What follows belongs to an exercise in optimizing a design on an open flow for small area; a production flow would make more cautious choices. Function was checked by simulation only, so behaviour that the tests miss may differ from the original. Power is estimated from default activity; no workload was simulated.

**flow/config.mk**
```make
export PLATFORM = sky130hd
export DESIGN_NAME = top
export DESIGN_NICKNAME = top
export VERILOG_FILES = /design/flow/design.v
export SDC_FILE = /design/flow/constraint.sdc
export NUM_CORES = 4
export LEC_CHECK = 0
export ABC_AREA = 1
export CAP_MARGIN = 20
export CORE_MARGIN = 2
export CORE_UTILIZATION = 55
export SLEW_MARGIN = 20
```
**flow/constraint.sdc**
```tcl
create_clock -name core_clock -period 6.5 [get_ports {clk}]
set_input_delay 1.3000 -clock core_clock [delete_from_list [all_inputs] [get_ports {clk}]]
set_output_delay 1.3000 -clock core_clock [all_outputs]
set_load 0.01 [all_outputs]
```
**flow/design.v**
```verilog
module comp(A,B,lt);
        input [15:0] A,B;
        output lt;
        assign lt = A < B;
endmodule
module calc_xor(data1,data2,out);
        input [15:0] data1,data2;
        output [15:0] out;
        assign out = data1 ^ data2;
endmodule
module right_shift(A,shift,R);
        input [15:0] A;
        input [3:0] shift;
        output [15:0] R;
        wire [15:0] lo = A >> shift;
        wire [15:0] fill = ~(16'hffff >> shift);
        wire [15:0] mask = (shift == 4'd8) ? 16'h0300 : shift[3] ? 16'h7fff : 16'hffff;
        assign R = lo | (fill & mask & {16{A[15]}});
endmodule
module lcd_driver(l1,l2,shown,clk,rst,LCD_RS,LCD_W,LCD_E,databits);
    input [15:0] l1, l2;
    input shown, clk, rst;
    output reg LCD_E, LCD_RS;
    output LCD_W;
    output reg [3:0] databits;
    assign LCD_W = 1'b0;
    reg [4:0] counter;
    reg [1:0] sub;
    reg [6:0] nib;
    reg [3:0] cmd;
    reg iscmd, hi, bitv;
    wire [6:0] k1 = nib - 7'd14;
    wire [6:0] k2 = nib - 7'd48;
    always @* begin
        iscmd = 1'b1; cmd = 4'h0; hi = 1'b0; bitv = 1'b0;
        case (nib)
          7'd0: cmd = 4'h3; 7'd1: cmd = 4'h3; 7'd2: cmd = 4'h3; 7'd3: cmd = 4'h2;
          7'd4: cmd = 4'h2; 7'd5: cmd = 4'h8; 7'd6: cmd = 4'h0; 7'd7: cmd = 4'h6;
          7'd8: cmd = 4'h0; 7'd9: cmd = 4'hC; 7'd10: cmd = 4'h0; 7'd11: cmd = 4'h1;
          7'd12: cmd = 4'h8; 7'd13: cmd = 4'h0; 7'd46: cmd = 4'hC; 7'd47: cmd = 4'h0;
          default: iscmd = 1'b0;
        endcase
        if (nib < 7'd48) begin hi = ~k1[0]; bitv = l1[~k1[4:1]]; end
        else begin hi = ~k2[0]; bitv = l2[~k2[4:1]]; end
    end
    always @(posedge clk) begin
      if (rst) begin
        counter <= 0; sub <= 0; nib <= 0;
        LCD_E <= 0; LCD_RS <= 0; databits <= 0;
      end else begin
        counter <= counter + 1'b1;
        if (counter == 5'd31) begin
            if (sub == 2'd0) LCD_E <= 1'b0;
            if (sub == 2'd2) LCD_E <= 1'b1;
            if (sub == 2'd1) begin
                LCD_RS <= ~iscmd;
                databits <= iscmd ? cmd : hi ? {2'b00, shown, shown} : {3'b000, bitv};
            end
            if (sub == 2'd2) begin
                sub <= 2'd0;
                nib <= (nib == 7'd79) ? 7'd0 : nib + 1'b1;
            end else sub <= sub + 1'b1;
        end
      end
    end
endmodule
module calc_interface(bits,clk,rst,rot,reset,l1,l2,shown);
        input [3:0]bits;
        input clk,rst,rot,reset;
        output reg [15:0] l1, l2;
        output reg shown;
        reg prev;
        reg [4:0]state;
        reg [3:0]count;
        reg [15:0]w_data;
        reg [4:0]r_addr1, r_addr2, w_addr;
        reg [3:0]shift;
        reg [15:0] rb;
        reg [15:0] mem [0:31];
        wire click = ~prev & rot;
        wire [15:0] ra = mem[click ? r_addr1 : r_addr2];
        wire [15:0] cmp_res, xor_res, s_res;
        comp C0(ra, rb, cmp_res[0]);
        assign cmp_res[15:1] = 15'd0;
        calc_xor X0(ra, rb, xor_res);
        right_shift S0(ra, shift, s_res);
        always@(posedge clk) rb <= ra;
        reg [15:0] n1, n2;
        always @* begin
            n1 = {11'd0, w_addr};
            n2 = w_data;
            case (state)
              5'd18, 5'd20: begin n1 = {11'd0, r_addr1}; n2 = ra; end
              5'd19, 5'd21: begin n1 = ra; n2 = rb; end
              5'd22: n2 = cmp_res;
              5'd23: n2 = xor_res;
              5'd24: n2 = s_res;
              default: ;
            endcase
        end
        wire disp = click & (state >= 5'd17);
        always @(posedge clk) begin
            if (rst) begin l1 <= 0; l2 <= 0; shown <= 0; end
            else if (disp) begin l1 <= n1; l2 <= n2; shown <= 1'b1; end
        end
        wire we = (click & ((state == 5'd9) | (state >= 5'd22))) |
                  ((click | reset) & ((state == 5'd20) | (state == 5'd21)));
        wire [15:0] wd = (state >= 5'd22) ? n2 : w_data;
        integer k;
        always @(posedge clk) begin
            for (k = 0; k < 32; k = k + 1)
                if (rst | (we & (w_addr == k))) mem[k] <= rst ? 16'd0 : wd;
        end
        always@(posedge clk) begin
            if(rst) begin
                prev<=1; state<=0; count<=0; w_data<=0;
                r_addr1<=0; r_addr2<=0; w_addr<=0; shift<=0;
            end
            else begin
                prev<=rot;
                if(reset) begin count<=0; state<=0; end
                if(click) begin
                    case (state)
                      5'd0: state <= {2'b00, bits[2:0]} + 5'd1;
                      5'd1: case (count)
                              4'd0: begin w_addr[3:0]<=bits; count<=1; end
                              4'd1: begin w_addr[4]<=bits[0]; count<=2; end
                              4'd2: begin w_data[3:0]<=bits; count<=3; end
                              4'd3: begin w_data[7:4]<=bits; count<=4; end
                              4'd4: begin w_data[11:8]<=bits; count<=5; end
                              4'd5: begin w_data[15:12]<=bits; count<=0; state<=9; end
                              default: ;
                            endcase
                      5'd2: case (count)
                              4'd0: begin r_addr1[3:0]<=bits; count<=1; end
                              4'd1: begin r_addr1[4]<=bits[0]; count<=0; state<=10; end
                              default: ;
                            endcase
                      5'd3: case (count)
                              4'd0: begin r_addr1[3:0]<=bits; count<=1; end
                              4'd1: begin r_addr1[4]<=bits[0]; count<=2; end
                              4'd2: begin r_addr2[3:0]<=bits; count<=3; end
                              4'd3: begin r_addr2[4]<=bits[0]; count<=0; state<=11; end
                              default: ;
                            endcase
                      5'd4: case (count)
                              4'd0: begin r_addr1[3:0]<=bits; count<=1; end
                              4'd1: begin r_addr1[4]<=bits[0]; count<=2; end
                              4'd2: begin w_addr[3:0]<=bits; count<=3; end
                              4'd3: begin w_addr[4]<=bits[0]; count<=4; end
                              4'd4: begin w_data[3:0]<=bits; count<=5; end
                              4'd5: begin w_data[7:4]<=bits; count<=6; end
                              4'd6: begin w_data[11:8]<=bits; count<=7; end
                              4'd7: begin w_data[15:12]<=bits; count<=0; state<=12; end
                              default: ;
                            endcase
                      5'd5: case (count)
                              4'd0: begin r_addr1[3:0]<=bits; count<=1; end
                              4'd1: begin r_addr1[4]<=bits[0]; count<=2; end
                              4'd2: begin r_addr2[3:0]<=bits; count<=3; end
                              4'd3: begin r_addr2[4]<=bits[0]; count<=4; end
                              4'd4: begin w_addr[3:0]<=bits; count<=5; end
                              4'd5: begin w_addr[4]<=bits[0]; count<=6; end
                              4'd6: begin w_data[3:0]<=bits; count<=7; end
                              4'd7: begin w_data[7:4]<=bits; count<=8; end
                              4'd8: begin w_data[11:8]<=bits; count<=9; end
                              4'd9: begin w_data[15:12]<=bits; count<=0; state<=13; end
                              default: ;
                            endcase
                      5'd6, 5'd7: case (count)
                              4'd0: begin r_addr1[3:0]<=bits; count<=1; end
                              4'd1: begin r_addr1[4]<=bits[0]; count<=2; end
                              4'd2: begin r_addr2[3:0]<=bits; count<=3; end
                              4'd3: begin r_addr2[4]<=bits[0]; count<=4; end
                              4'd4: begin w_addr[3:0]<=bits; count<=5; end
                              4'd5: begin w_addr[4]<=bits[0]; count<=0; state<=state+5'd8; end
                              default: ;
                            endcase
                      5'd8: case (count)
                              4'd0: begin r_addr1[3:0]<=bits; count<=1; end
                              4'd1: begin r_addr1[4]<=bits[0]; count<=2; end
                              4'd2: begin w_addr[3:0]<=bits; count<=3; end
                              4'd3: begin w_addr[4]<=bits[0]; count<=4; end
                              4'd4: begin shift<=bits; count<=0; state<=16; end
                              default: ;
                            endcase
                      default: state <= (state >= 5'd17) ? 5'd0 : state + 5'd8;
                    endcase
                end
            end
        end
endmodule
module detector(clk,rst,rot_a,rot_b,rot);
        input clk,rst,rot_a,rot_b;
        output reg rot;
        always@(posedge clk) begin
                if(rst) rot <= 1'b0;
                else if(rot_a & rot_b) rot <= 1'b1;
                else if(~rot_a & ~rot_b) rot <= 1'b0;
        end
endmodule
module top(bits,clk,rst,rot_a,rot_b,reset,lcd_rs,lcd_w,lcd_e,databits);
        input [3:0]bits;
        input clk,rot_a,rot_b,reset;
        input rst;  
        output lcd_rs,lcd_w,lcd_e;
        output [3:0]databits;
        wire rot;
        wire [15:0] l1, l2;
        wire shown;
        detector D0(clk,rst,rot_a,rot_b,rot);
        calc_interface I0(bits,clk,rst,rot,reset,l1,l2,shown);
        lcd_driver L0(l1,l2,shown,clk,rst,lcd_rs,lcd_w,lcd_e,databits);
endmodule
```
**flow/run.sh**
```bash
#!/bin/bash
# synth_recipe.tcl (not shown) runs the flow's synth.tcl, then flattens the netlist and writes it again
# the make line also repeats each setting of config.mk as NAME=value (left out here)
make -C /OpenROAD-flow-scripts/flow DESIGN_CONFIG=/design/flow/config.mk WORK_HOME=/design/flow/orfs CLKGATE_MAP_FILE= SYNTH_SCRIPT=/design/flow/synth_recipe.tcl finish
```
==> results of run 1 <==
[power by group through the flow]
stage / Clock (uW) / Sequential (uW) / Combinational [uW]
3_5_place_dp: 0 / 4630 / 556
6_report: 3870 / 4550 / 572
2_1_floorplan: 0 / 4620 / 361
4_1_cts: 3900 / 4550 / 560
3_3_place_gp: 0 / 4630 / 554
5_1_grt: 4060 / 4560 / 626
[state kept, by name, indices dropped and copies added, names as in the netlist, 2 cells and up, named ones only]
signal and cells:
I0.state 5, I0.w_data 16, I0.l1 16, I0.rb 16, L0.nib 7, L0.sub 2
I0.shift 4, I0.w_addr 5, I0.count 4, I0.r_addr2 5, I0.l2 16, L0.counter 5
L0.databits 4, I0.r_addr1 5, I0.mem 512
[final cells by class]
class,count,area share (%)
flip-flops and latches,632,56.16
multi-input cells,1936,30.21
clock buffers,84,5.731
well taps,672,2.656
inverters,189,2.245
repair buffers,67,1.763
clock inverters,35,1.237
[cell usage after synthesis (10+ instances only)]
master,instances,area share (%)
nand2_4,13,0.52
o21ai_0,131,2.3
o31ai_1,29,0.77
o211ai_1,10,0.27
dfxtp_1,120,8.5
nor2_1,294,3.9
o41ai_1,11,0.34
nor2_4,22,0.88
or2_2,14,0.31
edfxtp_1,512,55
nor3_1,27,0.48
nand2_1,873,12
a31oi_1,12,0.27
nand4_1,12,0.27
nand2_2,13,0.29
nand3_1,222,3.9
ha_1,28,1.2
buf_2,23,0.41
o22ai_1,10,0.22
buf_4,23,0.61
inv_1,176,2.3
clkbuf_1,47,0.63
inv_2,11,0.15
a21oi_1,128,2.3
[layer usage]
metal  global-route usage [%]  vias up
met3                    5.459      153
met4                    10.65        0
met1                    45.51     9978
met2                    48.04      989
met5                        0        -
li1                         -     9824
[cell families after synthesis]
group	share of synthesized area, %
and+or+nand+nor	23.01
DFF	63.07
AOI/OAI and AO/OA	8.017
buffers and inverters	4.417
adders and majority gates	1.243
xor gates and xnor gates	0.1554
muxes	0.07103
other	0.01331
[worst min-delay path by stage]
stage                                   to  slack, ns  cells past startpoint                startpoint
3_5_place_dp      L0.counter[0]$_SDFF_PP0_       0.44                      1  L0.counter[0]$_SDFF_PP0_
5_1_grt        L0.databits[3]$_SDFFE_PP0P_       0.47                      2                      flop
3_3_place_gp      L0.counter[0]$_SDFF_PP0_       0.43                      1  L0.counter[0]$_SDFF_PP0_
2_1_floorplan     L0.counter[0]$_SDFF_PP0_       0.42                      1  L0.counter[0]$_SDFF_PP0_
4_1_cts        L0.databits[3]$_SDFFE_PP0P_       0.45                      2                      flop
6_report          L0.counter[0]$_SDFF_PP0_       0.45                      1  L0.counter[0]$_SDFF_PP0_
[metrics by stage]
step	cells	area, um2	utilization, %	power (uW)
3_5_place_dp	3494	29420	58.39	5189
3_3_place_gp	3494	29410	58.38	5183
6_report	3615	31660	62.84	8988
2_1_floorplan	2859	28180	-	4985
4_1_cts	3613	31620	62.77	9008
5_1_grt	3615	31660	62.84	9250
[critical path: stages (launching register included)]
cell and delay (ns):
dfxtp_1 0.51, nand2_4 0.26, nand2_1 0.15, nand2_2 0.12
nor2_4 0.35, nand2_4 0.15, nor2_2 0.68, nand2_1 0.10
nand4_1 0.14, nor2_1 0.07, nand4_1 0.11, o21ai_0 0.24
ha_1 0.27, o21bai_1 0.15, nand3_1 0.10, a2111oi_0 0.42
o21ai_0 0.19, o211ai_1 0.12, a21oi_1 0.10, nor4_1 0.19
nand2_1 0.11, nand2_1 0.11, a21oi_2 0.06, buf_4 0.26
==> reports/qor.txt, run 1 <==
Status - complete, no violations
Post-CTS setup buffers - 0
Antenna Violating Nets Remaining - 0
Initial Util - 55.95%
Netlist cell types - 57
CP Launch Type - flop
GRT overflow - 0
Initial DRC count - 2300
Dpl hpwl - 53660 um
Final hold vios - 0
Post_cts resized - 0
Worst Hold Class - flop to flop
Maxcap violations - 0
Most common cell after layout, fill and taps aside - nand2_1
Multi-input gate area - 9564 um2
CTS buffer count - 67
Slew @ Worst Pin - 1.119 ns
Average wire per standard cell - 22.76 um
Post-synthesis sequential area ratio - 63.07%
Slew Viols, Final - 0
Internal - 6924 uW
Number of synthesized flops with an enable pin - 512
R2R setup slack - 1.23 ns
Vias per std cell - 5.794
Post-synthesis cell count - 2859
Chip width - 230.4 um
Commonest cells after routing, fill and taps aside - nand2_1 (873), edfxtp_1 (512), nor2_1 (294), nand3_1 (222), inv_1 (174)
Synth warn - 4
Clock sink total - 632
Met2 WL - 37270 um
Switching Share - 22.96%
Root buf cell - clkbuf_16
Max layer used - met4
Combinational power share - 6.4%
Via count - 20940
IO buf count - 14
Syn_nets - 2896
#FFs+latches synth - 632
N_diodes - 0
Register area - 17780 um2
Clock Path Buffers - 3
Clk Latency, worst-skew pair - 0.62 ns
Fin Setup TNS - 0 ns
Crit share post-route - 81.05%
Largest net degree at the start of global routing - 78
Switching pwr - 2063 uW
Syn avg cell area - 9.858 um2
Worst slack, placed - 1.385 ns
VDD IR max - 242.5 uV
Clk network pwr share - 43.0%
DRT Pass-1 Iters - 6
Final hold slack - 0.4503 ns
Worst r2r src - D0.rot$_SDFFE_PP0P_
Met3 wire length - 7327 um
RSZ-0062 raised after global routing - no
Core area - 50380 um2
First-pass GRT wire length - 123600 um
Share of cells above drive strength 1 - 9.956%
Final WS setup - 1.232 ns
CTS tree - yes
Final Setup Violations - 0
Layout net count - 2930
Metal-1 WL - 35070 um
Initial antenna violation count - 4
RePlAce Congestion - 0.9931
Asr flop ratio synth - 0%
Synth-to-layout area growth - 12.32%
CP startpoint - D0.rot$_SDFFE_PP0P_
CTS Hold Bufs - 0
Pwr dens - 283.9 nW/um2
Worst Reg2Reg Path Length in Cells - 23
Mapped Area - 28180 um2
Commonest register cell after synthesis - edfxtp_1
RR Endpoint - I0.mem[27][0]$_DFFE_PP_
Worst EP arrival - 5.57 ns
Total track usage - 31.35%
# IOs - 16
Leakage power - 0.01280 uW
Crit path to - I0.mem[27][0]$_DFFE_PP_
Flop pwr share - 50.6%
Die area - 53070 um2
Vias in the first global route - 19760
DRC Markers - 0
Htree depth - 3
Crit-path max FO - 32
Routed WL - 82280 um
Worst EP required - 6.80 ns
Crit end category - flop
Clock Skew - 0.03278 ns
Fillcell total - 4127
Kind of critical path - flop to flop
Normalized max-slew margin - 25.25%
Final critical-path required period - 5.268 ns
Row cnt - 82
Worst-path clk slew - 0.06 ns
Die span in y - 230.4 um
FMAX - 189.8 MHz
==> run 2: changes to the inputs <==
--- a/flow/design.v
+++ b/flow/design.v
@@ -18,7 +18,8 @@
         assign R = lo | (fill & mask & {16{A[15]}});
 endmodule
-module lcd_driver(l1,l2,shown,clk,rst,LCD_RS,LCD_W,LCD_E,databits);
+module lcd_driver(l1,l2,shown,clk,rst,ph,LCD_RS,LCD_W,LCD_E,databits);
     input [15:0] l1, l2;
     input shown, clk, rst;
+    output [1:0] ph;
     output reg LCD_E, LCD_RS;
     output LCD_W;
@@ -26,4 +27,5 @@
     assign LCD_W = 1'b0;
     reg [4:0] counter;
+    assign ph = counter[1:0];
     reg [1:0] sub;
     reg [6:0] nib;
@@ -65,7 +67,8 @@
     end
 endmodule
-module calc_interface(bits,clk,rst,rot,reset,l1,l2,shown);
+module calc_interface(bits,clk,rst,rot,reset,ph,l1,l2,shown);
         input [3:0]bits;
         input clk,rst,rot,reset;
+        input [1:0] ph;
         output reg [15:0] l1, l2;
         output reg shown;
@@ -76,8 +79,45 @@
         reg [4:0]r_addr1, r_addr2, w_addr;
         reg [3:0]shift;
-        reg [15:0] rb;
-        reg [15:0] mem [0:31];
         wire click = ~prev & rot;
-        wire [15:0] ra = mem[click ? r_addr1 : r_addr2];
+        reg [15:0] word [0:31];
+        reg clr;                  
+        reg wact, wsel;           
+        reg [1:0] wcnt;
+        wire trig_a = (click & (state == 5'd9)) |
+                      ((click | reset) & ((state == 5'd20) | (state == 5'd21)));
+        wire trig_b = click & (state >= 5'd22);
+        wire wr = trig_a | wact;
+        wire [15:0] wsrc = (wsel & ~trig_a) ? l2 : w_data;
+        wire [3:0] wnib = (rst | clr) ? 4'd0 : wsrc[{ph, 2'b00} +: 4];
+        integer k;
+        always @(posedge clk) begin
+            for (k = 0; k < 32; k = k + 1)
+                word[k] <= {((rst | clr | (wr & (w_addr == k))) ? wnib : word[k][3:0]), word[k][15:4]};
+        end
+        always @(posedge clk) begin
+            if (rst) begin clr <= 1'b1; wact <= 1'b0; wsel <= 1'b0; wcnt <= 2'd0; end
+            else begin
+                if (ph == 2'd3) clr <= 1'b0;
+                if (trig_a) begin wact <= 1'b1; wsel <= 1'b0; wcnt <= 2'd2; end
+                else if (trig_b) begin wact <= 1'b1; wsel <= 1'b1; wcnt <= 2'd3; end
+                else if (wact) begin
+                    if (wcnt == 2'd0) wact <= 1'b0;
+                    wcnt <= wcnt - 1'b1;
+                end
+            end
+        end
+        wire [3:0] a_cur = word[r_addr1][3:0];
+        wire [3:0] b_cur = word[r_addr2][3:0];
+        reg [11:0] a_cap, b_cap;
+        always @(posedge clk) begin
+            a_cap <= {a_cur, a_cap[11:4]};
+            b_cap <= {b_cur, b_cap[11:4]};
+        end
+        wire [15:0] a_raw = {a_cur, a_cap};
+        wire [15:0] b_raw = {b_cur, b_cap};
+        wire [31:0] a_dbl = {a_raw, a_raw} << {ph, 2'b00};
+        wire [31:0] b_dbl = {b_raw, b_raw} << {ph, 2'b00};
+        wire [15:0] ra = a_dbl[27:12];
+        wire [15:0] rb = b_dbl[27:12];
         wire [15:0] cmp_res, xor_res, s_res;
         comp C0(ra, rb, cmp_res[0]);
@@ -85,5 +125,4 @@
         calc_xor X0(ra, rb, xor_res);
         right_shift S0(ra, shift, s_res);
-        always@(posedge clk) rb <= ra;
         reg [15:0] n1, n2;
         always @* begin
@@ -103,12 +142,4 @@
             if (rst) begin l1 <= 0; l2 <= 0; shown <= 0; end
             else if (disp) begin l1 <= n1; l2 <= n2; shown <= 1'b1; end
-        end
-        wire we = (click & ((state == 5'd9) | (state >= 5'd22))) |
-                  ((click | reset) & ((state == 5'd20) | (state == 5'd21)));
-        wire [15:0] wd = (state >= 5'd22) ? n2 : w_data;
-        integer k;
-        always @(posedge clk) begin
-            for (k = 0; k < 32; k = k + 1)
-                if (rst | (we & (w_addr == k))) mem[k] <= rst ? 16'd0 : wd;
         end
         always@(posedge clk) begin
@@ -210,5 +241,6 @@
         wire shown;
         detector D0(clk,rst,rot_a,rot_b,rot);
-        calc_interface I0(bits,clk,rst,rot,reset,l1,l2,shown);
-        lcd_driver L0(l1,l2,shown,clk,rst,lcd_rs,lcd_w,lcd_e,databits);
-endmodule
+        wire [1:0] ph;
+        calc_interface I0(bits,clk,rst,rot,reset,ph,l1,l2,shown);
+        lcd_driver L0(l1,l2,shown,clk,rst,ph,lcd_rs,lcd_w,lcd_e,databits);
+endmodule
--- a/flow/config.mk
+++ b/flow/config.mk
@@ -10,3 +10,6 @@
 export CORE_MARGIN = 2
 export CORE_UTILIZATION = 55
+export CTS_BUF_LIST = sky130_fd_sc_hd__clkbuf_16
+export CTS_CLUSTER_DIAMETER = 100
+export CTS_CLUSTER_SIZE = 30
 export SLEW_MARGIN = 20
==> run 2 against run 1 <==
Net effect: still clean on timing, DRC and antenna; final cell count fell by 7.6%; clock skew rose by 0.0096 ns; routed wire length down 8.3%; count of clock-buffer cells in the layout down 59; non-clock buffer count is 28 lower; total power decreased by 30%; critical path depth is 2 higher; die area is 17% lower; register-to-register slack gained 0.81 ns; combinational power is 37% lower.
==> reports/qor.txt, run 2 <==
Yosys top cell by area - dfxtp_1 (was edfxtp_1)
Normalized max-slew margin - 12.29% (was 25.25%)
Top cells by area, synth - dfxtp_1 (56%), nand2_1 (10%), nand3_1 (5.0%) (was edfxtp_1 (55%), nand2_1 (12%), dfxtp_1 (8.5%))
Maxcap violations - 0 (unchanged)
Hold-critical path depth - 0 (was 1)
Multi-input gate area - 8912 um2 (was 9564 um2)
Largest net degree at the start of global routing - 58 (was 78)
Initial Util - 55.58% (was 55.95%)
Crit share post-route - 68.58% (was 81.05%)
Number of synthesized flops with an enable pin - 0 (was 512)
Max reg flops - 512 (unchanged)
Slew Viols, Final - 0 (unchanged)
N_diodes - 0 (unchanged)
Slew @ Worst Pin - 1.311 ns (was 1.119 ns)
Largest Register - I0.word (was I0.mem)
Total track usage - 33.76% (was 31.35%)
Syn avg cell area - 8.204 um2 (was 9.858 um2)
Worst Reg2Reg Path Length in Cells - 25 (was 23)
RePlAce Congestion - 1.064 (was 0.9931)
Clock Path Buffers - 3 (unchanged)
Commonest cells after routing, fill and taps aside - nand2_1 (646), dfxtp_1 (643), inv_1 (272), nor2_1 (250), nand3_1 (232) (was nand2_1 (873), edfxtp_1 (512), nor2_1 (294), nand3_1 (222), inv_1 (174))
Vias in the first global route - 18070 (was 19760)
Crit-path max FO - 6 (was 32)
Post_cts resized - 0 (unchanged)
Worst EP arrival - 4.99 ns (was 5.57 ns)
Register area - 12910 um2 (was 17780 um2)
Kind of critical path - flop to flop (unchanged)
Htree depth - 1 (was 3)
FMAX - 224.3 MHz (was 189.8 MHz)
Antenna Violating Nets Remaining - 0 (unchanged)
Leakage power - 0.009735 uW (was 0.01280 uW)
Clk Latency, worst-skew pair - 0.61 ns (was 0.62 ns)
Chip width - 209.4 um (was 230.4 um)
Final hold slack - 0.3151 ns (was 0.4503 ns)
Fillcell total - 3803 (was 4127)
Netlist cell types - 48 (was 57)
IO buf count - 14 (unchanged)
Post-synth top cells - nand2_1 (646), dfxtp_1 (645), inv_1 (271) (was nand2_1 (873), edfxtp_1 (512), nor2_1 (294))
Average wire per standard cell - 22.59 um (was 22.76 um)
Synth warn - 4 (unchanged)
Vias per std cell - 5.898 (was 5.794)
#FFs+latches synth - 645 (was 632)
DRC Markers - 0 (unchanged)
First-pass GRT wire length - 111600 um (was 123600 um)
Post-CTS setup buffers - 0 (unchanged)
Share of cells above drive strength 1 - 4.317% (was 9.956%)
Dpl hpwl - 56140 um (was 53660 um)
Worst-path clk slew - 0.12 ns (was 0.06 ns)
Die area - 43860 um2 (was 53070 um2)
Top-count cell post-synth - nand2_1 (unchanged)
Final Setup Violations - 0 (unchanged)
GRT overflow - 0 (unchanged)
Layout net count - 2840 (was 2930)
Synth-to-layout area growth - 5.795% (was 12.32%)
Status - complete, no violations (unchanged)
CP Launch Type - flop (unchanged)
Die span in y - 209.4 um (was 230.4 um)
Routed WL - 75490 um (was 82280 um)
Post-synthesis cell count - 2829 (was 2859)
Mapped Area - 23210 um2 (was 28180 um2)
Initial DRC count - 2412 (was 2300)
Worst EP required - 7.04 ns (was 6.80 ns)
CTS tree - yes (unchanged)
RSZ-0062 raised after global routing - no (unchanged)
# IOs - 16 (unchanged)
Worst Hold Class - flop to flop (unchanged)
CTS Hold Bufs - 0 (unchanged)
Via count - 19710 (was 20940)
Pwr dens - 255.0 nW/um2 (was 283.9 nW/um2)
Most common cell after layout, fill and taps aside - nand2_1 (unchanged)
Syn_nets - 2867 (was 2896)
Crit end category - flop (unchanged)
CTS buffer count - 25 (was 67)
Final hold vios - 0 (unchanged)
Row cnt - 75 (was 82)
VDD IR max - 315.5 uV (was 242.5 uV)
Core area - 41760 um2 (was 50380 um2)
Clock sink total - 645 (was 632)
Commonest register cell after synthesis - dfxtp_1 (was edfxtp_1)
Initial antenna violation count - 0 (was 4)
Fin Setup TNS - 0 ns (unchanged)
DRT Pass-1 Iters - 6 (unchanged)
Post-synthesis sequential area ratio - 55.64% (was 63.07%)
Root buf cell - clkbuf_16 (unchanged)
Final critical-path required period - 4.458 ns (was 5.268 ns)
Asr flop ratio synth - 0% (unchanged)
Synth top area share - 55.64% (was 54.55%)
Clock Skew - 0.04238 ns (was 0.03278 ns)
run 2: power breakdown:
| part | total [uW] | internal, uW | switching, uW |
|---|---|---|---|
| Clock | 1890 | 740 | 1150 |
| Combinational | 361 | 105 | 257 |
| Sequential | 4010 | 3990 | 21.5 |
| Total | 6260 | 4840 | 1430 |
run 2: path summary, 6_finish.rpt:
check | to | slack, ns | startpoint
setup / recovery | I0.l2[0]$_SDFFE_PP0P_ | 2.04 | I0.r_addr1[0]$_SDFFE_PP0P_
hold / removal | I0.word[27][7]$_DFF_P_ | 0.32 | I0.word[27][11]$_DFF_P_
setup reg to reg | I0.l2[0]$_SDFFE_PP0P_ | 2.04 | I0.r_addr1[0]$_SDFFE_PP0P_
hold reg to reg | I0.word[27][7]$_DFF_P_ | 0.32 | I0.word[27][11]$_DFF_P_
run 2: final cells by class:
class / count / share of cell area (%)
sequential: 645 / 52.60
multi-input combinational: 1809 / 36.30
clock buffer: 25 / 2.548
inverter: 282 / 4.311
tap: 539 / 2.747
clock inverter: 3 / 0.1834
timing repair buffer: 39 / 1.315
run 2: cell families after synthesis:
logic type | count (synthesis) | share of synthesized area (%)
simple gates | 1258 | 22.90
flops | 645 | 55.64
compound gates | 478 | 11.70
buf+inv | 375 | 6.211
mux | 37 | 1.741
fa+ha+maj | 29 | 1.563
xor+xnor | 6 | 0.2264
other cells | 1 | 0.01616
run 2: critical path, cell delays in order (launching register included):
cell,delay [ns]
dfxtp_1,0.39
nor2_1,0.50
nand2_1,0.28
nor2_1,0.48
nand2_1,0.23
nand2_1,0.11
nor2_1,0.08
nand2_1,0.10
nor2_1,0.07
nand2_1,0.19
nand3_1,0.14
nand3_1,0.15
nand2_1,0.17
inv_1,0.12
ha_1,0.25
a21oi_1,0.14
a211oi_1,0.09
a211oi_1,0.20
o21ai_0,0.11
nand4_1,0.08
a21oi_1,0.07
nor3_1,0.15
nor2_1,0.06
nand2_1,0.07
nand2_1,0.06
a21oi_1,0.11
run 2: metal layers:
| metal | vias up | wire length [um] | track usage [%] |
|---|---|---|---|
| met3 | 194 | 6755 | 5.043 |
| met2 | 1050 | 32130 | 51.46 |
| li1 | 9228 | - | - |
| met1 | 9238 | 33260 | 48.64 |
| met5 | - | 0 | 0 |
| met4 | 0 | 3338 | 12.66 |
run 2: per-stage QoR:
| step | worst slack (ns) | utilization [%] | area [um2] | total power, uW | std cells |
|---|---|---|---|---|---|
| after floorplan | 3.308 | - | 23210 | 4333 | 2829 |
| after global placement | 1.842 | 57.16 | 23870 | 4451 | 3313 |
| after detailed placement | 1.810 | 57.19 | 23880 | 4455 | 3314 |
| after CTS | 2.294 | 58.80 | 24550 | 6281 | 3342 |
| after global routing | 1.856 | 58.80 | 24550 | 6456 | 3342 |
| final | 2.042 | 58.80 | 24550 | 6262 | 3342 |
==> run 3: changes to the inputs <==
--- a/flow/config.mk
+++ b/flow/config.mk
@@ -10,6 +10,3 @@
 export CORE_MARGIN = 2
 export CORE_UTILIZATION = 55
-export CTS_BUF_LIST = sky130_fd_sc_hd__clkbuf_16
-export CTS_CLUSTER_DIAMETER = 100
-export CTS_CLUSTER_SIZE = 30
 export SLEW_MARGIN = 20
==> run 3 against run 2 <==
Net effect: critical endpoint unchanged; die area stayed put; fmax fell by 0.19%; critical path type unchanged; critical path depth is the same; clock power up 97%; final area grew 6.0%.
==> reports/qor.txt, run 3 <==
Worst Hold Class - flop to flop (unchanged)
Most used cell, CP - nand2_1 (unchanged)
Chip width - 209.4 um (unchanged)
IO buf count - 14 (unchanged)
Syn_nets - 2867 (unchanged)
Combinational power share - 4.5% (was 5.8%)
Top-count cell post-synth - nand2_1 (unchanged)
Htree depth - 2 (was 1)
# IOs - 16 (unchanged)
Switching pwr - 1822 uW (was 1425 uW)
Antenna Violating Nets Remaining - 0 (unchanged)
Worst EP required - 7.05 ns (was 7.04 ns)
Synth warn - 4 (unchanged)
DRT Pass-1 Iters - 6 (unchanged)
Initial antenna violation count - 2 (was 0)
CP startpoint - I0.r_addr1[0]$_SDFFE_PP0P_ (unchanged)
Share of cells above drive strength 1 - 6.960% (was 4.317%)
Worst path bufs/invs - 1 (unchanged)
Row cnt - 75 (unchanged)
Fillcell total - 3618 (was 3803)
Worst EP arrival - 5.02 ns (was 4.99 ns)
Post-CTS setup buffers - 0 (unchanged)
Top cells by area, synth - dfxtp_1 (56%), nand2_1 (10%), nand3_1 (5.0%) (unchanged)
VDD IR max - 273.5 uV (was 315.5 uV)
R2R setup slack - 2.03 ns (was 2.04 ns)
RR Endpoint - I0.l2[0]$_SDFFE_PP0P_ (unchanged)
Clock sink total - 645 (unchanged)
GRT overflow - 0 (unchanged)
RSZ-0062 raised after global routing - no (unchanged)
Most common cell after layout, fill and taps aside - nand2_1 (unchanged)
Switching Share - 22.48% (was 22.76%)
CP Launch Type - flop (unchanged)
Clock Path Buffers - 3 (unchanged)
Post-Layout Cell Count - 3428 (was 3342)
Final hold vios - 0 (unchanged)
Netlist cell types - 48 (unchanged)
Worst Reg2Reg Path Length in Cells - 25 (unchanged)
Commonest register cell after synthesis - dfxtp_1 (unchanged)
Final Setup Violations - 0 (unchanged)
Commonest cells after routing, fill and taps aside - nand2_1 (646), dfxtp_1 (643), inv_1 (271), nor2_1 (249), nand3_1 (232) (was nand2_1 (646), dfxtp_1 (643), inv_1 (272), nor2_1 (250), nand3_1 (232))
CP Depth - 25 (unchanged)
Layout net count - 2875 (was 2840)
Placed Instance Area - 23880 um2 (unchanged)
RePlAce Congestion - 1.064 (unchanged)
Crit share post-route - 68.71% (was 68.58%)
Status - complete, no violations (unchanged)
Initial DRC count - 2478 (was 2412)
Mapped Area - 23210 um2 (unchanged)
Crit path max-delay family - simple AND/OR/NAND/NOR gates (unchanged)
#FFs+latches synth - 645 (unchanged)
Normalized max-slew margin - 29.11% (was 12.29%)
Vias in the first global route - 18870 (was 18070)
Leakage power - 0.01045 uW (was 0.009735 uW)
Dpl hpwl - 56140 um (unchanged)
Pwr dens - 311.4 nW/um2 (was 255.0 nW/um2)
Post-synthesis sequential area ratio - 55.64% (unchanged)
CTS buffer count - 60 (was 25)
Worst r2r src - I0.r_addr1[0]$_SDFFE_PP0P_ (unchanged)
Slew @ Worst Pin - 1.057 ns (was 1.311 ns)
Asr flop ratio synth - 0% (unchanged)
Synth-to-layout area growth - 12.17% (was 5.795%)
Die area - 43860 um2 (unchanged)
Fin util - 62.34% (was 58.80%)
Crit path to - I0.l2[0]$_SDFFE_PP0P_ (unchanged)
Via count - 20090 (was 19710)
Kind of critical path - flop to flop (unchanged)
Yosys top cell by area - dfxtp_1 (unchanged)
Max reg flops - 512 (unchanged)
Max incr delay on CP - 0.50 ns (about the same)
Number of synthesized flops with an enable pin - 0 (unchanged)
Maxcap violations - 0 (unchanged)
Synth top area share - 55.64% (unchanged)
Die span in y - 209.4 um (unchanged)
Clk network pwr share - 46.0% (was 30.1%)
Vias per std cell - 5.861 (was 5.898)
Placed Instances - 3314 (unchanged)
Clk Latency, worst-skew pair - 0.65 ns (was 0.61 ns)
Crit end category - flop (unchanged)
Internal - 6284 uW (was 4837 uW)
Slowest stage cell, crit path - nor2_1 (unchanged)
Syn avg cell area - 8.204 um2 (unchanged)
Fin Setup TNS - 0 ns (unchanged)
CTS Hold Bufs - 0 (unchanged)
Routed WL - 77680 um (was 75490 um)
Flop pwr share - 49.5% (was 64.1%)
Post_cts resized - 0 (unchanged)
Finished Cell Area - 26030 um2 (was 24550 um2)
Core area - 41760 um2 (unchanged)
Crit-path max FO - 6 (unchanged)
Average wire per standard cell - 22.66 um (was 22.59 um)
FMAX - 223.9 MHz (was 224.3 MHz)
Final hold slack - 0.3001 ns (was 0.3151 ns)
DRC Markers - 0 (unchanged)
First-pass GRT wire length - 115200 um (was 111600 um)
Largest net degree at the start of global routing - 58 (unchanged)
Worst-path clk slew - 0.06 ns (was 0.12 ns)
CTS tree - yes (unchanged)
Largest Register - I0.word (unchanged)
Initial Util - 55.58% (unchanged)
Root buf cell - clkbuf_16 (unchanged)
Post-synthesis cell count - 2829 (unchanged)
Post-synth top cells - nand2_1 (646), dfxtp_1 (645), inv_1 (271) (unchanged)
Slew Viols, Final - 0 (unchanged)
Clock Skew - 0.03890 ns (was 0.04238 ns)
Total track usage - 35.02% (was 33.76%)
Final critical-path required period - 4.466 ns (was 4.458 ns)
## run 3: cell counts after synthesis
Identical to the previous run, type by type.
## run 3: final cells by class
cell class	instances	area (um2)	area share, %
Antenna cell	1	2.502	0.009613
Sequential cell	645	12910	49.61
Multi-Input combinational cell	1809	8915	34.24
Inverter	282	1059	4.066
Clock buffer	81	1720	6.609
Tap cell	539	674.4	2.591
Clock inverter	32	424.2	1.629
Timing Repair Buffer	39	322.8	1.240
## run 3: cell families (layout without fill, tap and decap cells)
group | count (synthesis) | in the layout | share of synthesized area, %
flip-flops | 645 | 645 | 55.64
XOR/XNOR | 6 | 6 | 0.2264
other | 1 | 2 | 0.01616
buffers and inverters | 375 | 434 | 6.211
adder cells (fa/ha/maj) | 29 | 29 | 1.563
AO/OA/AOI/OAI | 478 | 478 | 11.70
multiplexers | 37 | 37 | 1.741
AND/OR/NAND/NOR | 1258 | 1258 | 22.90
## run 3: power by group through the flow
stage,clock network [uW],logic [uW],registers [uW]
floorplan,0,240,4090
global placement,0,350,4100
detailed placement,0,352,4100
CTS,3770,354,4020
global route,3920,399,4020
finish,3730,362,4020
## run 3: stage by stage
stage | setup slack, ns | total power (uW)
2_1_floorplan | 3.308 | 4333
3_3_place_gp | 1.842 | 4451
3_5_place_dp | 1.810 | 4455
4_1_cts | 2.254 | 8135
5_1_grt | 1.761 | 8336
6_report | 2.034 | 8106
## run 3: how the worst min path moves through the flow
| stage | start | end | slack (ns) | depth (start not counted) |
|---|---|---|---|---|
| 5_1_grt | I0.word[1][12]$_DFF_P_ | I0.word[1][8]$_DFF_P_ | 0.30 | 0 |
| 3_3_place_gp | I0.word[10][12]$_DFF_P_ | I0.word[10][8]$_DFF_P_ | 0.31 | 0 |
| 6_report | I0.word[1][12]$_DFF_P_ | I0.word[1][8]$_DFF_P_ | 0.30 | 0 |
| 4_1_cts | I0.word[1][12]$_DFF_P_ | I0.word[1][8]$_DFF_P_ | 0.29 | 0 |
| 3_5_place_dp | I0.word[11][10]$_DFF_P_ | I0.word[11][6]$_DFF_P_ | 0.31 | 0 |
| 2_1_floorplan | I0.word[0][4]$_DFF_P_ | I0.word[0][0]$_DFF_P_ | 0.31 | 0 |
## run 3: per-layer routing
layer	GRT usage, %	wire (um)
met4	14.61	3258
met5	0	0
met2	53.86	33850
met1	48.35	33550
met3	6.928	7018
## run 3: worst reg2reg max path, delay by kind of cell, from the launching register on
kind / cells / cell delay (ns)
simple gates: 17 / 2.88
compound gates: 6 / 0.72
flops: 1 / 0.38
fa+ha+maj: 1 / 0.26
buf+inv: 1 / 0.12
==> run 4: changes to the inputs <==
--- a/flow/config.mk
+++ b/flow/config.mk
@@ -10,3 +10,6 @@
 export CORE_MARGIN = 2
 export CORE_UTILIZATION = 55
+export CTS_BUF_LIST = sky130_fd_sc_hd__clkbuf_8
+export CTS_CLUSTER_DIAMETER = 60
+export CTS_CLUSTER_SIZE = 20
 export SLEW_MARGIN = 20
==> run 4 against run 3 <==
Net effect: total power down 21%; fmax down 1.1%; still clean; worst hold slack better by 0.0089 ns; area after synthesis unchanged; synthesized cell count unchanged; setup slack worse by 0.051 ns; final cell count down 1.5%; critical path type unchanged; global-route usage down 0.99 points.
==> reports/qor.txt, run 4 <==
Most used cell, CP - nand2_1 (unchanged)
CTS buffer count - 45 (was 60)
Total track usage - 34.03% (was 35.02%)
Kind of critical path - flop to flop (unchanged)
Worst-path clk slew - 0.11 ns (was 0.06 ns)
Placed Instance Area - 23880 um2 (unchanged)
Max incr delay on CP - 0.53 ns (was 0.50 ns)
Metal-1 WL - 33190 um (was 33550 um)
Crit share post-route - 69.49% (was 68.71%)
Chip width - 209.4 um (unchanged)
Root buf cell - clkbuf_8 (was clkbuf_16)
Worst path bufs/invs - 1 (unchanged)
Internal - 4850 uW (was 6284 uW)
Antenna Violating Nets Remaining - 0 (unchanged)
Largest net degree at the start of global routing - 58 (unchanged)
Commonest register cell after synthesis - dfxtp_1 (unchanged)
Commonest cells after routing, fill and taps aside - nand2_1 (646), dfxtp_1 (643), inv_1 (272), nor2_1 (250), nand3_1 (232) (was nand2_1 (646), dfxtp_1 (643), inv_1 (271), nor2_1 (249), nand3_1 (232))
Share of cells above drive strength 1 - 5.497% (was 6.960%)
RSZ-0062 raised after global routing - no (unchanged)
Fillcell total - 3792 (was 3618)
CP Launch Type - flop (unchanged)
Post-CTS setup buffers - 0 (unchanged)
Initial DRC count - 2436 (was 2478)
Clock Skew - 0.05570 ns (was 0.03890 ns)
Final critical-path required period - 4.517 ns (was 4.466 ns)
Status - complete, no violations (unchanged)
Syn avg cell area - 8.204 um2 (unchanged)
Top cells by area, synth - dfxtp_1 (56%), nand2_1 (10%), nand3_1 (5.0%) (unchanged)
Largest Register - I0.word (unchanged)
Row cnt - 75 (unchanged)
VDD IR max - 250.8 uV (was 273.5 uV)
Crit-path max FO - 6 (unchanged)
Worst EP arrival - 5.13 ns (was 5.02 ns)
Die span in y - 209.4 um (unchanged)
Netlist cell types - 48 (unchanged)
Final Setup Violations - 0 (unchanged)
Clk network pwr share - 32.1% (was 46.0%)
Routed WL - 75470 um (was 77680 um)
Number of synthesized flops with an enable pin - 0 (unchanged)
Synth top area share - 55.64% (unchanged)
Maxcap violations - 0 (unchanged)
Slew Viols, Final - 0 (unchanged)
IO buf count - 14 (unchanged)
Clk Latency, worst-skew pair - 0.71 ns (was 0.65 ns)
Final hold vios - 0 (unchanged)
Met2 WL - 32200 um (was 33850 um)
Post_cts resized - 0 (unchanged)
Vias per std cell - 5.863 (was 5.861)
Asr flop ratio synth - 0% (unchanged)
Fin Setup TNS - 0 ns (unchanged)
# IOs - 16 (unchanged)
Layout net count - 2861 (was 2875)
N_diodes - 0 (was 1)
Top-count cell post-synth - nand2_1 (unchanged)
Combinational power share - 5.6% (was 4.5%)
Max reg flops - 512 (unchanged)
Vias in the first global route - 18150 (was 18870)
Met3 wire length - 6834 um (was 7018 um)
Leakage power - 0.009843 uW (was 0.01045 uW)
Initial antenna violation count - 1 (was 2)
Clock Path Buffers - 3 (unchanged)
CTS Hold Bufs - 0 (unchanged)
RePlAce Congestion - 1.064 (unchanged)
Crit path max-delay family - simple AND/OR/NAND/NOR gates (unchanged)
Worst slack, placed - 1.810 ns (unchanged)
Switching Share - 24.72% (was 22.48%)
Htree depth - 2 (unchanged)
Post-synthesis cell count - 2829 (unchanged)
Worst Hold Class - flop to flop (unchanged)
Finished Cell Area - 24740 um2 (was 26030 um2)
Final WS setup - 1.983 ns (was 2.034 ns)
FMAX - 221.4 MHz (was 223.9 MHz)
DRT Pass-1 Iters - 8 (was 6)
Initial Util - 55.58% (unchanged)
Placed Instances - 3314 (unchanged)
Switching pwr - 1592 uW (was 1822 uW)
Dpl hpwl - 56140 um (unchanged)
Pwr dens - 260.4 nW/um2 (was 311.4 nW/um2)
Via count - 19800 (was 20090)
Flop pwr share - 62.3% (was 49.5%)
First-pass GRT wire length - 111900 um (was 115200 um)
Post-synthesis sequential area ratio - 55.64% (unchanged)
Synth warn - 4 (unchanged)
Clock sink total - 645 (unchanged)
Mapped Area - 23210 um2 (unchanged)
Average wire per standard cell - 22.35 um (was 22.66 um)
Syn_nets - 2867 (unchanged)
Crit end category - flop (unchanged)
Core area - 41760 um2 (unchanged)
Die area - 43860 um2 (unchanged)
DRC Markers - 0 (unchanged)
Normalized max-slew margin - 31.44% (was 29.11%)
Worst EP required - 7.11 ns (was 7.05 ns)
Slew @ Worst Pin - 1.022 ns (was 1.057 ns)
Final hold slack - 0.3090 ns (was 0.3001 ns)
#FFs+latches synth - 645 (unchanged)
Post-synth top cells - nand2_1 (646), dfxtp_1 (645), inv_1 (271) (unchanged)
Synth-to-layout area growth - 6.610% (was 12.17%)
Post-Layout Cell Count - 3377 (was 3428)
Slowest stage cell, crit path - nor2_1 (unchanged)
Yosys top cell by area - dfxtp_1 (unchanged)
CTS tree - yes (unchanged)
Most common cell after layout, fill and taps aside - nand2_1 (unchanged)
Max layer used - met4 (unchanged)
GRT overflow - 0 (unchanged)
run 4: changes by cell type in the layout (fill, tap and decap cells not counted), sizes merged, moves of 5 or more:
cell      previous run  this run
clkinv              23        10
inv                278       286
clkinvlp             5         0
bufinv               8         1
clkbuf              81        47
run 4: kinds of logic (layout without fill, tap and decap cells):
family / Yosys count / count (layout) / synth area share, %
buffers and inverters: 375 / 384 / 6.211
multiplexers: 37 / 37 / 1.741
adder cells (fa/ha/maj): 29 / 29 / 1.563
flip-flops: 645 / 645 / 55.64
XOR/XNOR: 6 / 6 / 0.2264
AO/OA/AOI/OAI: 478 / 478 / 11.70
other: 1 / 1 / 0.01616
AND/OR/NAND/NOR: 1258 / 1258 / 22.90
run 4: final timing paths:
| check | startpoint | to | slack [ns] | depth (start not counted) |
|---|---|---|---|---|
| min reg2reg | I0.word[22][14]$_DFF_P_ | I0.word[22][10]$_DFF_P_ | 0.31 | 0 |
| min | I0.word[22][14]$_DFF_P_ | I0.word[22][10]$_DFF_P_ | 0.31 | 0 |
| max reg2reg | I0.r_addr1[0]$_SDFFE_PP0P_ | I0.l2[0]$_SDFFE_PP0P_ | 1.98 | 25 |
| max | I0.r_addr1[0]$_SDFFE_PP0P_ | I0.l2[0]$_SDFFE_PP0P_ | 1.98 | 25 |
run 4: area by class of cell:
| type | count | area, um2 | area share [%] |
|---|---|---|---|
| inverters | 282 | 1059 | 4.278 |
| well taps | 539 | 674.4 | 2.726 |
| flip-flops and latches | 645 | 12910 | 52.20 |
| repair buffers | 40 | 330.3 | 1.335 |
| clock inverters | 15 | 205.2 | 0.8293 |
| clock buffers | 47 | 646.9 | 2.614 |
| multi-input cells | 1809 | 8912 | 36.02 |
run 4: per-stage QoR:
stage               power, uW  util [%]
floorplan                4333         -
global placement         4451     57.16
detailed placement       4455     57.19
CTS                      6456     59.23
global route             6639     59.25
finish                   6442     59.25
run 4: metal layers:
metal,GRT usage (%),up-vias
met3,5.432,186
met1,48.58,9299
met4,13.57,0
li1,-,9279
met5,0,-
met2,51.75,1034
run 4: power by group through the flow:
stage	sequential [uW]	combinational (uW)	clock, uW
after floorplan	4090	240	0
after global placement	4100	350	0
after detailed placement	4100	352	0
after CTS	4010	353	2090
after global routing	4020	398	2220
final	4010	361	2070

## afterwards: timing with drivers on the ports
No port has a modelled driver above. Below, the same layouts with a new extraction and two added sets of constraints.
Step 1, drivers: a clkbuf_16 drives clk and a buf_2 each remaining input, both assumed.
Step 2 also shifts input and output timing later by t, the mid clock arrival at the registers, as if the neighbouring blocks saw the same clock.
Three values: ideal, step 1, step 2; two values: the first two.
| run | t, ns | setup WS [ns] | clock arrival spread, ns | slew at the worst register clock pin (ns) | pins driven straight from the clock port |
|---|---|---|---|---|---|
| run 1 | 0.667 | 1.232 / 1.232 / 1.232 | 0.032 / 0.033 | 0.07 / 0.07 | 1 |
| run 2 | 0.645 | 2.042 / 2.042 / 1.657 | 0.043 / 0.043 | 0.12 / 0.12 | 1 |
| run 3 | 0.699 | 2.034 / 2.034 / 1.616 | 0.040 / 0.039 | 0.07 / 0.07 | 1 |
| run 4 | 0.734 | 1.983 / 1.983 / 1.638 | 0.059 / 0.059 | 0.12 / 0.12 | 1 |
After both steps setup and hold are still met in every run listed. The setup slack of run 3, which loses most, moves by 0.000 ns with the drivers and by -0.418 ns with both steps.
